Source: an optimization exercise on an open RTL-to-GDS flow (aim: small area and a short achievable clock period). Production flows keep margins and buffers that such runs may drop. The flow treats the clock pin as an ideal source. Dropping or thinning the clock tree relies on that and would not hold on a real chip. No activity file was given, so power comes from the tool's default toggle rates.

Setup of the previous run:
==> module cmpshift, before the edit <==
module cmpshift(clk,a,b,lt,ex,mx,my,sg,sx);
input clk;
input [31:0] a,b;
input lt;
output reg [7:0] ex;
output reg [22:0] mx;
output reg [23:0] my;
output reg sg,sx;
wire [7:0] e1 = a[30:23];
wire [7:0] e2 = b[30:23];
wire [7:0] emax = lt ? e2 : e1;
wire [7:0] emin = lt ? e1 : e2;
wire [7:0] diff = emax - emin;
wire [2:0] d12 = e1[2:0] - e2[2:0];
wire [2:0] dl = lt ? 3'd0 - d12 : d12;
wire [23:0] ms = lt ? {1'b1,a[22:0]} : {1'b1,b[22:0]};
wire big = (|diff[7:5]) | (diff[4] & diff[3]);
wire [23:0] s1 = dl[0] ? {1'd0, ms[23:1]} : ms;
wire [23:0] s2 = dl[1] ? {2'd0, s1[23:2]} : s1;
wire [23:0] s4 = dl[2] ? {4'd0, s2[23:4]} : s2;
wire k0 = ~big & ~diff[4] & ~diff[3];
wire k8 = ~big & diff[3];
wire k16 = ~big & diff[4];
wire [23:0] sh = ({24{k0}} & s4) | ({24{k8}} & {8'd0, s4[23:8]}) | ({24{k16}} & {16'd0, s4[23:16]});
always @(posedge clk) begin
  ex <= emax + 8'h81;
  mx <= lt ? b[22:0] : a[22:0];
  my <= sh;
  sg <= lt ? b[31] : a[31];
  sx <= a[31] ^ b[31];
end
endmodule
==> module buffer2, before the edit <==
module buffer2(clk,t,ex,sg,q);
input clk;
input [23:0] t;
input [7:0] ex;
input sg;
output reg [31:0] q;
wire [7:0] h = t[23:16];
wire [2:0] lz;
assign lz[2] = ~|h[7:4];
assign lz[1] = lz[2] ? ~|h[3:2] : ~|h[7:6];
assign lz[0] = lz[2] ? (lz[1] ? ~h[1] : ~h[3]) : (lz[1] ? ~h[5] : ~h[7]);
wire [22:0] t4 = lz[2] ? {t[18:0],4'd0} : t[22:0];
wire [22:0] t6 = lz[1] ? {t4[20:0],2'd0} : t4;
wire [22:0] t7 = lz[0] ? {t6[21:0],1'd0} : t6;
always @(posedge clk)
  q <= {sg, ex - {5'd0,lz}, t7};
endmodule
==> module normalized, before the edit <==
module normalized(clk,t,ex,sg,t_o,ex_o,sg_o);
input clk;
input [23:0] t;
input [7:0] ex;
input sg;
output reg [23:0] t_o;
output reg [7:0] ex_o;
output reg sg_o;
wire k16 = ~|t[23:8];
wire k0 = |t[23:16];
wire k8 = ~k0 & ~k16;
wire [23:0] t2 = ({24{k0}} & t) | ({24{k8}} & {t[15:0],8'd0}) | ({24{k16}} & {t[7:0],16'd0});
always @(posedge clk) begin
  t_o <= t2;
  ex_o <= {ex[7:3] - {3'd0,k16,k8}, ex[2:0]};
  sg_o <= sg;
end
endmodule
==> module fpadd, before the edit <==
module fpadd(a,b,clk,out);
input [31:0] a,b;
input clk;
output [31:0] out;
reg [31:0] ra, rb;
reg lt;
always @(posedge clk) begin
  ra <= a;
  rb <= b;
  lt <= a[30:23] < b[30:23];
end
wire [7:0] ex2;
wire [22:0] mx2;
wire [23:0] my2;
wire sg2, sx2;
cmpshift u_cmp(.clk(clk), .a(ra), .b(rb), .lt(lt), .ex(ex2), .mx(mx2), .my(my2), .sg(sg2), .sx(sx2));
wire [23:0] t3;
wire [7:0] ex3;
wire sg3;
faddsub u_add(.clk(clk), .ex(ex2), .mx(mx2), .my(my2), .sg(sg2), .sx(sx2), .t(t3), .ex_o(ex3), .sg_o(sg3));
wire [23:0] t4;
wire [7:0] ex4;
wire sg4;
normalized u_norm(.clk(clk), .t(t3), .ex(ex3), .sg(sg3), .t_o(t4), .ex_o(ex4), .sg_o(sg4));
buffer2 u_out(.clk(clk), .t(t4), .ex(ex4), .sg(sg4), .q(out));
endmodule
export LEC_CHECK = 0
export ABC_AREA = 1
export CAP_MARGIN = 20
export CORE_MARGIN = 2
export CORE_UTILIZATION = 60
export PLACE_DENSITY = 0.7
export SLEW_MARGIN = 20
create_clock -name core_clock -period 13.0 [get_ports {clk}]
standard.sh (not shown) runs the stock make flow with config.mk's settings and CLKGATE_MAP_FILE= SYNTH_SCRIPT=/design/flow/synth_recipe.tcl, a recipe that flattens the netlist after the stock synthesis.
==> flow/flow/run.sh <==
#!/bin/bash
# Standard ORFS layout with three changes: plain buffers (not delay cells)
# on the ports (flow/place_hook.tcl); a two-level inverter clock tree in
# place of TritonCTS (flow/cts_hook.tcl); and timing repair asked to leave
# more setup slack than the clock needs, so that it buffers and sizes the
# slowest paths.
set -euo pipefail
here=$(pwd)
export PRE_GLOBAL_PLACE_TCL=$here/flow/place_hook.tcl
export SETUP_SLACK_MARGIN=9.6
export PRE_CTS_TCL=$here/flow/cts_hook.tcl
export MANTREE_LEAVES=10
bash standard.sh > standard.log 2>&1
Other scripts of this flow, unchanged in this note and not shown: flow/flow/cts_hook.tcl, flow/flow/mantree.tcl, flow/flow/place_hook.tcl
[inputs] the current run vs the previous run
==> flow/design.v <==
module cmpshift(clk,a,b,ge_m,lt_x,ex,mx,my,sg,sx);
input clk;
input [31:0] a,b;
input ge_m,lt_x;
output reg [7:0] ex;
output reg [22:0] mx;
output reg [23:0] my;
output reg sg,sx;
wire [7:0] e1 = a[30:23];
wire [7:0] e2 = b[30:23];
wire [7:0] emax = lt_x ? e2 : e1;
wire [7:0] emin = lt_x ? e1 : e2;
wire [7:0] diff = emax - emin;
wire [2:0] d12 = e1[2:0] - e2[2:0];
wire [2:0] dl = lt_x ? 3'd0 - d12 : d12;
wire [23:0] ms = ge_m ? {1'b1,b[22:0]} : {1'b1,a[22:0]};
wire big = (|diff[7:5]) | (diff[4] & diff[3]);
wire [23:0] s1 = dl[0] ? {1'd0, ms[23:1]} : ms;
wire [23:0] s2 = dl[1] ? {2'd0, s1[23:2]} : s1;
wire [23:0] s4 = dl[2] ? {4'd0, s2[23:4]} : s2;
wire k0 = ~big & ~diff[4] & ~diff[3];
wire k8 = ~big & diff[3];
wire k16 = ~big & diff[4];
wire [23:0] sh = ({24{k0}} & s4) | ({24{k8}} & {8'd0, s4[23:8]}) | ({24{k16}} & {16'd0, s4[23:16]});
always @(posedge clk) begin
  ex <= emax + 8'h81;
  mx <= lt_x ? b[22:0] : a[22:0];
  my <= sh;
  sg <= lt_x ? b[31] : a[31];
  sx <= a[31] ^ b[31];
end
endmodule
module faddsub(clk,ex,mx,my,sg,sx,t,ex_o,sg_o);
input clk;
input [7:0] ex;
input [22:0] mx;
input [23:0] my;
input sg,sx;
output reg [23:0] t;
output reg [7:0] ex_o;
output reg sg_o;
wire [24:0] sum = {2'b01,mx} + {1'b0,my};
wire neg = sum[24] & sx;
reg [24:0] low;
integer i;
always @* begin
  low[0] = 1'b0;
  for (i = 1; i < 25; i = i + 1)
    low[i] = low[i-1] | sum[i-1];
end
wire [24:0] m = sum ^ ({25{neg}} & low);
always @(posedge clk) begin
  t <= m[24:1];
  ex_o <= ex;
  sg_o <= sg ^ neg;
end
endmodule
module buffer2(clk,t,lz,ex,sg,q);
input clk;
input [23:0] t;
input [2:0] lz;
input [7:0] ex;
input sg;
output reg [31:0] q;
wire [22:0] t4 = lz[2] ? {t[18:0],4'd0} : t[22:0];
wire [22:0] t6 = lz[1] ? {t4[20:0],2'd0} : t4;
wire [22:0] t7 = lz[0] ? {t6[21:0],1'd0} : t6;
always @(posedge clk)
  q <= {sg, ex - {5'd0,lz}, t7};
endmodule
module normalized(clk,t,ex,sg,t_o,lz_o,ex_o,sg_o);
input clk;
input [23:0] t;
input [7:0] ex;
input sg;
output reg [23:0] t_o;
output reg [2:0] lz_o;
output reg [7:0] ex_o;
output reg sg_o;
wire k16 = ~|t[23:8];
wire k0 = |t[23:16];
wire k8 = ~k0 & ~k16;
wire [23:0] t2 = ({24{k0}} & t) | ({24{k8}} & {t[15:0],8'd0}) | ({24{k16}} & {t[7:0],16'd0});
wire [2:0] lz_a, lz_b, lz_c;
lz8 u_a(.h(t[23:16]), .lz(lz_a));
lz8 u_b(.h(t[15:8]), .lz(lz_b));
lz8 u_c(.h(t[7:0]), .lz(lz_c));
wire [2:0] lz = ({3{k0}} & lz_a) | ({3{k8}} & lz_b) | ({3{k16}} & lz_c);
always @(posedge clk) begin
  t_o <= t2;
  lz_o <= lz;
  ex_o <= {ex[7:3] - {3'd0,k16,k8}, ex[2:0]};
  sg_o <= sg;
end
endmodule
module lz8(h,lz);
input [7:0] h;
output [2:0] lz;
assign lz[2] = ~|h[7:4];
assign lz[1] = lz[2] ? ~|h[3:2] : ~|h[7:6];
assign lz[0] = lz[2] ? (lz[1] ? ~h[1] : ~h[3]) : (lz[1] ? ~h[5] : ~h[7]);
endmodule
module fpadd(a,b,clk,out);
input [31:0] a,b;
input clk;
output [31:0] out;
reg [31:0] ra, rb;
reg ge_m, lt_x;
always @(posedge clk) begin
  ra <= a;
  rb <= b;
  ge_m <= a[30:23] >= b[30:23];
  lt_x <= a[30:23] < b[30:23];
end
wire [7:0] ex2;
wire [22:0] mx2;
wire [23:0] my2;
wire sg2, sx2;
cmpshift u_cmp(.clk(clk), .a(ra), .b(rb), .ge_m(ge_m), .lt_x(lt_x), .ex(ex2), .mx(mx2), .my(my2), .sg(sg2), .sx(sx2));
wire [23:0] t3;
wire [7:0] ex3;
wire sg3;
faddsub u_add(.clk(clk), .ex(ex2), .mx(mx2), .my(my2), .sg(sg2), .sx(sx2), .t(t3), .ex_o(ex3), .sg_o(sg3));
wire [23:0] t4;
wire [2:0] lz4;
wire [7:0] ex4;
wire sg4;
normalized u_norm(.clk(clk), .t(t3), .ex(ex3), .sg(sg3), .t_o(t4), .lz_o(lz4), .ex_o(ex4), .sg_o(sg4));
buffer2 u_out(.clk(clk), .t(t4), .lz(lz4), .ex(ex4), .sg(sg4), .q(out));
endmodule
--- outcome ---
Of the two values seen for library cell contributing the largest single delay on the critical path, ha_1 was produced by the previous run and dfxtp_1 by the current run.
Number of synthesized register bits is lower on the previous run
[the current run] total number of cells along the worst setup path fell 10 relative to the previous run
[diff] final hold slack, the current run relative to the previous run: regression
Cell count of the worst reg-to-reg path in the current run is 1 below the previous run.
From the previous run to the current run the numbers moved as follows: global-route usage flat, leakage power summed over all cells down 1.0%, headroom to the max-slew limit down 17 points, buffer and inverter count on the worst path down 1.
No functional check of the RTL was part of any run of this note. In every run of this note, the design's own scripts or RTL, not TritonCTS, make the clock network.


== run X ==
Another version of the RTL of fpadd (not shown whole).
Size: roughly 1200 cells after synthesis, ~220 flip-flops, ~9800 µm² of cells after synthesis.
==> module cmpshift, before the edit <==
module cmpshift(clk,a,b,ge_m,lt_x,ex,mx,my,sg,sx);
input clk;
input [31:0] a,b;
input ge_m,lt_x;
output reg [7:0] ex;
output reg [22:0] mx;
output reg [23:0] my;
output reg sg,sx;
wire [7:0] e1 = a[30:23];
wire [7:0] e2 = b[30:23];
wire [7:0] emax = lt_x ? e2 : e1;
wire [7:0] emin = lt_x ? e1 : e2;
wire [7:0] diff = emax - emin;
wire [2:0] d12 = e1[2:0] - e2[2:0];
wire [2:0] dl = lt_x ? 3'd0 - d12 : d12;
wire [23:0] ms = ge_m ? {1'b1,b[22:0]} : {1'b1,a[22:0]};
wire big = (|diff[7:5]) | (diff[4] & diff[3]);
wire [23:0] s1 = dl[0] ? {1'd0, ms[23:1]} : ms;
wire [23:0] s2 = dl[1] ? {2'd0, s1[23:2]} : s1;
wire [23:0] s4 = dl[2] ? {4'd0, s2[23:4]} : s2;
wire k0 = ~big & ~diff[4] & ~diff[3];
wire k8 = ~big & diff[3];
wire k16 = ~big & diff[4];
wire [23:0] sh = ({24{k0}} & s4) | ({24{k8}} & {8'd0, s4[23:8]}) | ({24{k16}} & {16'd0, s4[23:16]});
always @(posedge clk) begin
  ex <= emax + 8'h81;
  mx <= lt_x ? b[22:0] : a[22:0];
  my <= sh;
  sg <= lt_x ? b[31] : a[31];
  sx <= a[31] ^ b[31];
end
endmodule
==> module fpadd, before the edit <==
module fpadd(a,b,clk,out);
input [31:0] a,b;
input clk;
output [31:0] out;
wire [7:0] ea = a[30:23];
wire [7:0] eb = b[30:23];
wire [7:0] l = ~ea & eb;
wire [7:0] e = ~(ea ^ eb);
wire l_hi = l[7] | (e[7] & l[6]) | (e[7] & e[6] & l[5]) | (e[7] & e[6] & e[5] & l[4]);
wire l_lo = l[3] | (e[3] & l[2]) | (e[3] & e[2] & l[1]) | (e[3] & e[2] & e[1] & l[0]);
wire e_hi = &e[7:4];
wire lt = l_hi | (e_hi & l_lo);
reg [31:0] ra, rb;
reg ge_m, lt_x;
always @(posedge clk) begin
  ra <= a;
  rb <= b;
  ge_m <= ~lt;
  lt_x <= lt;
end
wire [7:0] ex2;
wire [22:0] mx2;
wire [23:0] my2;
wire sg2, sx2;
cmpshift u_cmp(.clk(clk), .a(ra), .b(rb), .ge_m(ge_m), .lt_x(lt_x), .ex(ex2), .mx(mx2), .my(my2), .sg(sg2), .sx(sx2));
wire [23:0] t3;
wire [7:0] ex3;
wire sg3;
faddsub u_add(.clk(clk), .ex(ex2), .mx(mx2), .my(my2), .sg(sg2), .sx(sx2), .t(t3), .ex_o(ex3), .sg_o(sg3));
wire [23:0] t4;
wire [7:0] ex4;
wire sg4;
normalized u_norm(.clk(clk), .t(t3), .ex(ex3), .sg(sg3), .t_o(t4), .ex_o(ex4), .sg_o(sg4));
buffer2 u_out(.clk(clk), .t(t4), .ex(ex4), .sg(sg4), .q(out));
endmodule
==> flow/config.mk <==
export PLATFORM = sky130hd
export DESIGN_NAME = fpadd
export DESIGN_NICKNAME = fpadd
export VERILOG_FILES = /design/flow/design.v
export SDC_FILE = /design/flow/constraint.sdc
export NUM_CORES = 4
export LEC_CHECK = 0
export ABC_AREA = 1
export CAP_MARGIN = 20
export CORE_MARGIN = 2
export CORE_UTILIZATION = 60
export PLACE_DENSITY = 0.7
export SLEW_MARGIN = 20
==> flow/constraint.sdc <==
create_clock -name core_clock -period 13.0 [get_ports {clk}]
set_input_delay 2.6000 -clock core_clock [delete_from_list [all_inputs] [get_ports {clk}]]
set_output_delay 2.6000 -clock core_clock [all_outputs]
set_load 0.01 [all_outputs]
==> flow/flow/run.sh <==
#!/bin/bash
# Standard ORFS layout with three changes: plain buffers (not delay cells)
# on the ports (flow/place_hook.tcl); a two-level inverter clock tree in
# place of TritonCTS (flow/cts_hook.tcl); and timing repair asked to leave
# more setup slack than the clock needs, so that it buffers and sizes the
# slowest paths.
set -euo pipefail
here=$(pwd)
export PRE_GLOBAL_PLACE_TCL=$here/flow/place_hook.tcl
export SETUP_SLACK_MARGIN=9.7
export PRE_CTS_TCL=$here/flow/cts_hook.tcl
export MANTREE_LEAVES=12
export MANTREE_ROOTS=2
bash standard.sh > standard.log 2>&1
Other scripts of this flow, unchanged in this note and not shown: flow/flow/cts_hook.tcl, flow/flow/mantree.tcl, flow/flow/place_hook.tcl
Looking at the reports, run X completed the entire flow and the layout it produced met the timing, DRC and antenna checks.
### run X -> run M
==> flow/design.v, changed modules only <==
module cmpshift(clk,a,b,ex,mx,my,sg,sx);
input clk;
input [31:0] a,b;
output reg [7:0] ex;
output reg [22:0] mx;
output reg [23:0] my;
output reg sg,sx;
wire [7:0] e1 = a[30:23];
wire [7:0] e2 = b[30:23];
wire [8:0] d12 = {1'b0,e1} - {1'b0,e2};
wire [7:0] d21 = e2 - e1;
wire lt = d12[8];
wire [7:0] emax = lt ? e2 : e1;
wire [7:0] diff = lt ? d21 : d12[7:0];
wire [2:0] dl = diff[2:0];
wire [23:0] ms = lt ? {1'b1,a[22:0]} : {1'b1,b[22:0]};
wire big = (|diff[7:5]) | (diff[4] & diff[3]);
wire [23:0] s1 = dl[0] ? {1'd0, ms[23:1]} : ms;
wire [23:0] s2 = dl[1] ? {2'd0, s1[23:2]} : s1;
wire [23:0] s4 = dl[2] ? {4'd0, s2[23:4]} : s2;
wire k0 = ~big & ~diff[4] & ~diff[3];
wire k8 = ~big & diff[3];
wire k16 = ~big & diff[4];
wire [23:0] sh = ({24{k0}} & s4) | ({24{k8}} & {8'd0, s4[23:8]}) | ({24{k16}} & {16'd0, s4[23:16]});
always @(posedge clk) begin
  ex <= emax + 8'h81;
  mx <= lt ? b[22:0] : a[22:0];
  my <= sh;
  sg <= lt ? b[31] : a[31];
  sx <= a[31] ^ b[31];
end
endmodule
module fpadd(a,b,clk,out);
input [31:0] a,b;
input clk;
output [31:0] out;
reg [31:0] ra, rb;
always @(posedge clk) begin
  ra <= a;
  rb <= b;
end
wire [7:0] ex2;
wire [22:0] mx2;
wire [23:0] my2;
wire sg2, sx2;
cmpshift u_cmp(.clk(clk), .a(ra), .b(rb), .ex(ex2), .mx(mx2), .my(my2), .sg(sg2), .sx(sx2));
wire [23:0] t3;
wire [7:0] ex3;
wire sg3;
faddsub u_add(.clk(clk), .ex(ex2), .mx(mx2), .my(my2), .sg(sg2), .sx(sx2), .t(t3), .ex_o(ex3), .sg_o(sg3));
wire [23:0] t4;
wire [7:0] ex4;
wire sg4;
normalized u_norm(.clk(clk), .t(t3), .ex(ex3), .sg(sg3), .t_o(t4), .ex_o(ex4), .sg_o(sg4));
buffer2 u_out(.clk(clk), .t(t4), .ex(ex4), .sg(sg4), .q(out));
endmodule
==> comparison <==
- Run M: no failed stages, no open violations at the end
- For the proportion of synthesized chip area in sequential cells, run M came in 0.73 points lower than run X did.
- Run M ends up with a sequential logic power that is about 4% lower than in run X.
- Design internal power: run M better than run X
- Overall fraction of global-route tracks in use delta (run X -> run M): insignificant
- Summary: maximum frequency, run M better than run X
No functional check of the RTL was part of any run of this note. In every run of this note, the design's own scripts or RTL, not TritonCTS, make the clock network.

==> separate check: timing with driven ports <==
In the flow no input, the clock included, has a driving cell. The finished layouts below were timed again as built, in two steps.
Step 1 sets driving cells, clkbuf_16 on the clock port and buf_2 on the other inputs (assumed; they add their load-dependent delay and slew).
Step 2 adds t to the input delays and takes it off the output delays; t is the mean of the earliest and latest rising clock arrival at the registers after step 1. Input paths then give back, and output paths get back, about the clock's delay inside the block.
Slacks: ideal / step 1 / step 2; pairs: ideal / step 1.
run	shift t [ns]	setup WS [ns]	hold slack, ns	latest minus earliest clock arrival (ns)	worst slew at a driven data input, ns
the previous run	0.345	9.360 / 9.416 / 9.071	0.333 / 0.333 / 0.333	0.018 / 0.018	0.04
the current run	0.354	9.662 / 9.583 / 9.403	0.327 / 0.327 / 0.327	0.032 / 0.032	0.03
run X	0.314	9.563 / 9.613 / 9.332	0.321 / 0.321 / 0.321	0.029 / 0.029	0.05
run M	0.312	9.725 / 9.598 / 9.791	0.321 / 0.321 / 0.321	0.084 / 0.084	0.03
After both steps every run listed still meets setup and hold. The setup slack of the previous run, which loses most, moves by +0.056 ns with the drivers and by -0.289 ns with both steps.
